From an optimization exercise on the open Yosys and OpenROAD flow, aimed at small area and a short achievable clock period; shortcuts taken in it are not production practice.
No functional check of the RTL was part of any run shown here.
No activity file was given, so power comes from the tool's default toggle rates.

==> flow/design.v (outline; a module is shown in full before it is edited, if it fits) <==
// module PE_fa: 4 lines
// module PE_nha: 4 lines
// module PE_xn: 3 lines
// module PE_or: 3 lines
// module PE_pg: 4 lines
// module PE_sel: 3 lines
// module PE_prod: 128 lines
// module PE_acc0: 101 lines
// module PE_acc1: 146 lines
// module PE_acc2: 148 lines
// module PE_acc3: 153 lines
// module PE_prod_and: 137 lines
// module PE_acc00: 124 lines
// module PE_x3: 52 lines
// module matrix_dot_4x4: 171 lines
module matrix_dot_4x4 (
    input clk,
    input reset,
    input [7:0] A_in_0, A_in_1, A_in_2, A_in_3,
    input [7:0] B_in_0, B_in_1, B_in_2, B_in_3,
    output [31:0] C_out_00, C_out_01, C_out_02, C_out_03,
    output [31:0] C_out_10, C_out_11, C_out_12, C_out_13,
    output [31:0] C_out_20, C_out_21, C_out_22, C_out_23,
    output [31:0] C_out_30, C_out_31, C_out_32, C_out_33
);
  // ...
==> flow/run.sh <==
#!/bin/bash
# synth_recipe.tcl (not shown) runs the flow's synth.tcl, then flattens the netlist and writes it again
# the make line also repeats each setting of config.mk as NAME=value (left out here)
make -C /OpenROAD-flow-scripts/flow DESIGN_CONFIG=/design/flow/config.mk WORK_HOME=/design/flow/orfs CLKGATE_MAP_FILE= SYNTH_SCRIPT=/design/flow/synth_recipe.tcl finish
==> flow/config.mk <==
export PLATFORM = sky130hd
export DESIGN_NAME = matrix_dot_4x4
export DESIGN_NICKNAME = matrix_dot_4x4
export VERILOG_FILES = /design/flow/design.v
export SDC_FILE = /design/flow/constraint.sdc
export NUM_CORES = 4
export LEC_CHECK = 0
export CAP_MARGIN = 5
export CORE_MARGIN = 2
export CORE_UTILIZATION = 40
export CTS_CLUSTER_DIAMETER = 120
export CTS_CLUSTER_SIZE = 24
export SETUP_SLACK_MARGIN = 2.6
export SLEW_MARGIN = 5
export SYNTH_HIERARCHICAL = 1
export TNS_END_PERCENT = 20
==> flow/constraint.sdc <==
create_clock -name core_clock -period 5.0 [get_ports {clk}]
set_input_delay 1.0000 -clock core_clock [delete_from_list [all_inputs] [get_ports {clk}]]
set_output_delay 1.0000 -clock core_clock [all_outputs]
set_load 0.01 [all_outputs]
==> flow_summary.json, run 1 <==
{
  "slowest_delay_ns": 0.56,
  "inverters": 427,
  "crit_path_end": "q02[17]",
  "skew_ns": 0.02673,
  "largest_class": "multi-input gates",
  "netlist_instances": 5266,
  "synth_ff_type": "dfxtp_1",
  "cts-buffers-inserted": 51,
  "grt_pass1_vias": 35082,
  "crit_slowest_cell": "fa_2",
  "wl_met2_microns": 69290,
  "overflow": 0,
  "synth_edf_count": 0,
  "clock.fmax_mhz": 367.9,
  "path_depth": 9,
  "clockBufferDepth": 3,
  "rows": 138,
  "min_period_ns": 2.718,
  "cts_setup_buffers": 56,
  "rrSetupSlack_ns": 2.28,
  "cts_tree": "built",
  "worst_setup_path_start_kind": "flop",
  "p_clk_frac": 0.116,
  "first_iter_violations": 5465,
  "hold_start": "m10[1]",
  "core_area_sq_mm": 0.1419,
  "p_total_mw": 39.56,
  "wirelength_microns": 140100,
  "grt_antenna_before_repair": 29,
  "multi_input_gates": 2980,
  "grtUsageMet2": 0.3171,
  "yosysSeqAreaShare": 0.3697,
  "cts_sinks": 1060,
  "synth_top_area_share": 0.3697,
  "period_share": 0.5436,
  "status": "no timing/DRC/antenna violations"
}
==> inputs of run 2 (changes only) <==
--- a/flow/config.mk
+++ b/flow/config.mk
@@ -5,12 +5,11 @@
 export SDC_FILE = /design/flow/constraint.sdc
 export NUM_CORES = 4
 export LEC_CHECK = 0
-export CAP_MARGIN = 5
+export CAP_MARGIN = 20
 export CORE_MARGIN = 2
 export CORE_UTILIZATION = 40
 export CTS_CLUSTER_DIAMETER = 120
 export CTS_CLUSTER_SIZE = 24
 export SETUP_SLACK_MARGIN = 2.6
-export SLEW_MARGIN = 5
+export SLEW_MARGIN = 20
 export SYNTH_HIERARCHICAL = 1
-export TNS_END_PERCENT = 20
==> run 2 against run 1 <==
Maximum frequency is 0.28% higher. Non-clock buffer count increased by 56. Die area unchanged. Sequential share of layout area shrank 0.44 points. Core utilization grew 0.70 points. Synthesized cell count unchanged. Largest power group unchanged. Count of clock-buffer cells in the layout increased by 1. First-iteration DRC count is 2.8% lower. Synthesized area is the same. Final area is 1.6% higher. Clock skew rose by 0.032 ns. Clock power is 2% higher.
==> flow_summary.json, run 2 <==
{
  "status": "no timing/DRC/antenna violations",
  "hold_viol_final": 0,
  "cts_sinks": 1060,
  "ant_nets": 0,
  "htreeDepth": 2,
  "drc": 0,
  "max_cap_viol_count": 0,
  "clock.fmax_mhz": 368.9,
  "netlist_instances": 5266,
  "setup-tns-final_ns": 0,
  "wirelength_microns": 142700,
  "core_area_sq_mm": 0.1419,
  "clk_latency_ns": 0.70,
  "grt_pass1_vias": 36045,
  "required_ns": 5.60,
  "min_period_ns": 2.711,
  "p_total_mw": 41.39,
  "fp.dieW_microns": 382.8,
  "final_max_slew_viol_count": 0,
  "criticalPathCategory": "reg -> reg",
  "p_per_area_mw_per_mm2": 678.9,
  "syn2layout_area_growth_pct": 6.219,
  "dieArea_sq_mm": 0.1465,
  "gp_congestion": 0.9049,
  "setup_violations": 0,
  "ios": 578,
  "avgSynthCellArea_sq_um": 10.90,
  "rows": 138,
  "synthTopCellsByCount": "1060 x dfxtp_1, 1014 x buf_4, 427 x inv_1, 420 x a222oi_1, 370 x fa_1",
  "ys_types": 78,
  "nets": 5804,
  "largest_register_ffs": 37,
  "worst_setup_path_start_kind": "flop",
  "period_share": 0.5421,
  "design_area_sq_mm": 0.06096,
  "fin_cells": 6902,
  "grt_antenna_before_repair": 29,
  "vias": 35906,
  "yosysSeqAreaShare": 0.3697,
  "grt_pass1_wl_microns": 214500,
  "cts-root-buf": "clkbuf_16",
  "top_register": "m00",
  "grt_max_degree": 25,
  "leakage_nw": 26.57,
  "yosysWarningCount": 7,
  "die_height_microns": 382.8,
  "dr.pass1.iters": 11,
  "cts.clk_slew.worst_paths_ns": 0.10,
  "skew_ns": 0.05894,
  "synth_ff_type": "dfxtp_1",
  "postCtsHoldBufs": 0,
  "synth_most_common_cell": "dfxtp_1",
  "drive_gt1_frac": 0.2153,
  "tightest_slew_ns": 0.6662,
  "n_fill_cell": 13597,
  "overflow": 0,
  "end_kind": "flop",
  "synth_edf_count": 0,
  "clockBufferDepth": 3,
  "first_iter_violations": 5314,
  "cts-buffers-inserted": 51,
  "cts_tree": "built",
  "relSlewSlack": 0.5559,
  "synth_top_area_share": 0.3697,
  "hpwlAfterDp_microns": 110600,
  "yosys-top-cells-area": "dfxtp_1 37%, buf_4 13%, fa_1 13%, ha_1 8.0%, a222oi_1 7.3%",
  "final_common_cell": "dfxtp_1",
  "hold_class": "reg -> reg",
  "ys_ff_latch": 1060,
  "placed_cell_area_sq_mm": 0.05739,
  "final_cell_mix": "835 x dfxtp_1, 420 x a222oi_1, 416 x inv_1",
  "async_reset_ff_frac": 0,
  "rsz0062_at_grt": "yes",
  "place_inst": 6701,
  "start_util": 0.4044,
  "holdWs_ns": 0.3323,
  "cp_max_fo": 3,
  "ir_drop_v": 0.0005478,
  "wire_per_inst_microns": 20.68,
  "vias_per_cell": 5.202,
  "yosysTopAreaCell": "dfxtp_1",
  "crit_arrival_ns": 3.31,
  "grtUsageTotal": 0.1883,
  "synth_area_sq_mm": 0.05740,
  "portBuffers": 340
}
## run 2: where the power goes
group / internal (mW) / leakage [nW] / switching, mW / total (mW)
Clock: 1.90 / 0.686 / 2.77 / 4.68
Combinational: 11.8 / 17.0 / 11.8 / 23.6
Sequential: 11.1 / 8.93 / 1.98 / 13.1
Total: 24.8 / 26.6 / 16.6 / 41.4
## run 2: final timing paths
kind | cells after the start | start | end | slack [ns]
hold reg to reg | 1 | m30[1] | q30[1] | 0.33
setup / recovery | 9 | q21[7] | q22[17] | 2.29
setup reg to reg | 9 | q21[7] | q22[17] | 2.29
hold / removal | 1 | m30[1] | q30[1] | 0.33
## run 2: layer usage
| metal | GRT usage | part of all wire |
|---|---|---|
| met5 | 0 | 0.0011 |
| met4 | 0.04418 | 0.022 |
| met3 | 0.04228 | 0.073 |
| met2 | 0.3245 | 0.49 |
| met1 | 0.2386 | 0.42 |
## run 2: repair_timing
item,CTS,global route
endpoints found under the setup margin,471,208
gates resized for setup,999,319
endpoints found under the hold margin,0,0
setup buffers,80,58
pin swaps,178,182
## run 2: logic make-up after synthesis
kind of cell    synth area share
compound gates            0.1258
xor+xnor                 0.03372
fa+ha+maj                 0.2088
buf+inv                   0.1640
flops                     0.3697
mux                      0.01343
other cells           0.00006534
simple gates             0.08437
## run 2: modules after synthesis (local to each module, per instance)
module,copies in the design,cells inside,flops+latches,area [sq um]
PE_prod,15,56,0,380.4
PE_prod_and,1,117,0,700.7
PE_acc1,4,76,0,560.5
PE_xn,66,1,0,8.758
PE_pg,261,1,0,12.51
PE_or,66,1,0,6.256
PE_acc00,1,74,0,508.0
PE_acc2,4,84,0,618.1
PE_fa,360,1,0,20.02
PE_x3,5,41,0,360.3
PE_acc3,4,92,0,628.1
PE_sel,420,1,0,10.01
matrix_dot_4x4,1,1633,1060,24260
PE_acc0,3,72,0,509.2
## run 2: cell type report
class,instances,area (sq um),area share
flip-flops and latches,1060,21650,0.3552
inverters,427,1603,0.02629
diodes,6,15.01,0.0002463
multi-input cells,2980,29890,0.4902
repair buffers,482,4038,0.06623
well taps,1890,2365,0.03879
clock buffers,52,1301,0.02134
clock inverters,5,102.6,0.001683
## run 2: worst max-delay path, stage by stage, from the launching register on
cell	delay, ns
dfxtp_4	0.36
fa_1	0.53
ha_4	0.22
a21o_1	0.20
a41o_1	0.26
a21oi_2	0.18
a211oi_2	0.11
or3_4	0.38
ha_4	0.16
or2_4	0.21
## run 2: per-stage QoR
stage / util / setup WS (ns)
final: 0.4295 / 2.289
after global routing: 0.4294 / 2.207
after CTS: 0.4226 / 2.282
after detailed placement: 0.4044 / 1.331
after global placement: 0.4044 / 1.367
after floorplan: - / 2.215

==> afterwards: timing with drivers on the ports <==
The results above use ideal ports. As a check the final layouts listed here were re-extracted and re-timed, cells and wires unchanged.
Step 1, drivers: a clkbuf_16 drives clk and a buf_2 each remaining input, both assumed.
Step 2 moves the port delays by t, midway between the first and last clock arrival at a register: inputs arrive t later, outputs are due t later. That takes back most of the time a late clock gives input paths.
Slacks: no drivers / after step 1 / after step 2; pairs: no drivers / after step 1.
run	t (ns)	slack for setup (ns)	worst setup path after step 2	clock arrival spread, ns
run 1	0.748	2.282 / 2.282 / 1.782	input to register	0.029 / 0.029
run 2	0.751	2.289 / 2.289 / 1.821	input to register	0.066 / 0.066
After both steps setup and hold are still met in every run listed. The setup slack of run 1, which loses most, moves by 0.000 ns with the drivers and by -0.500 ns with both steps.
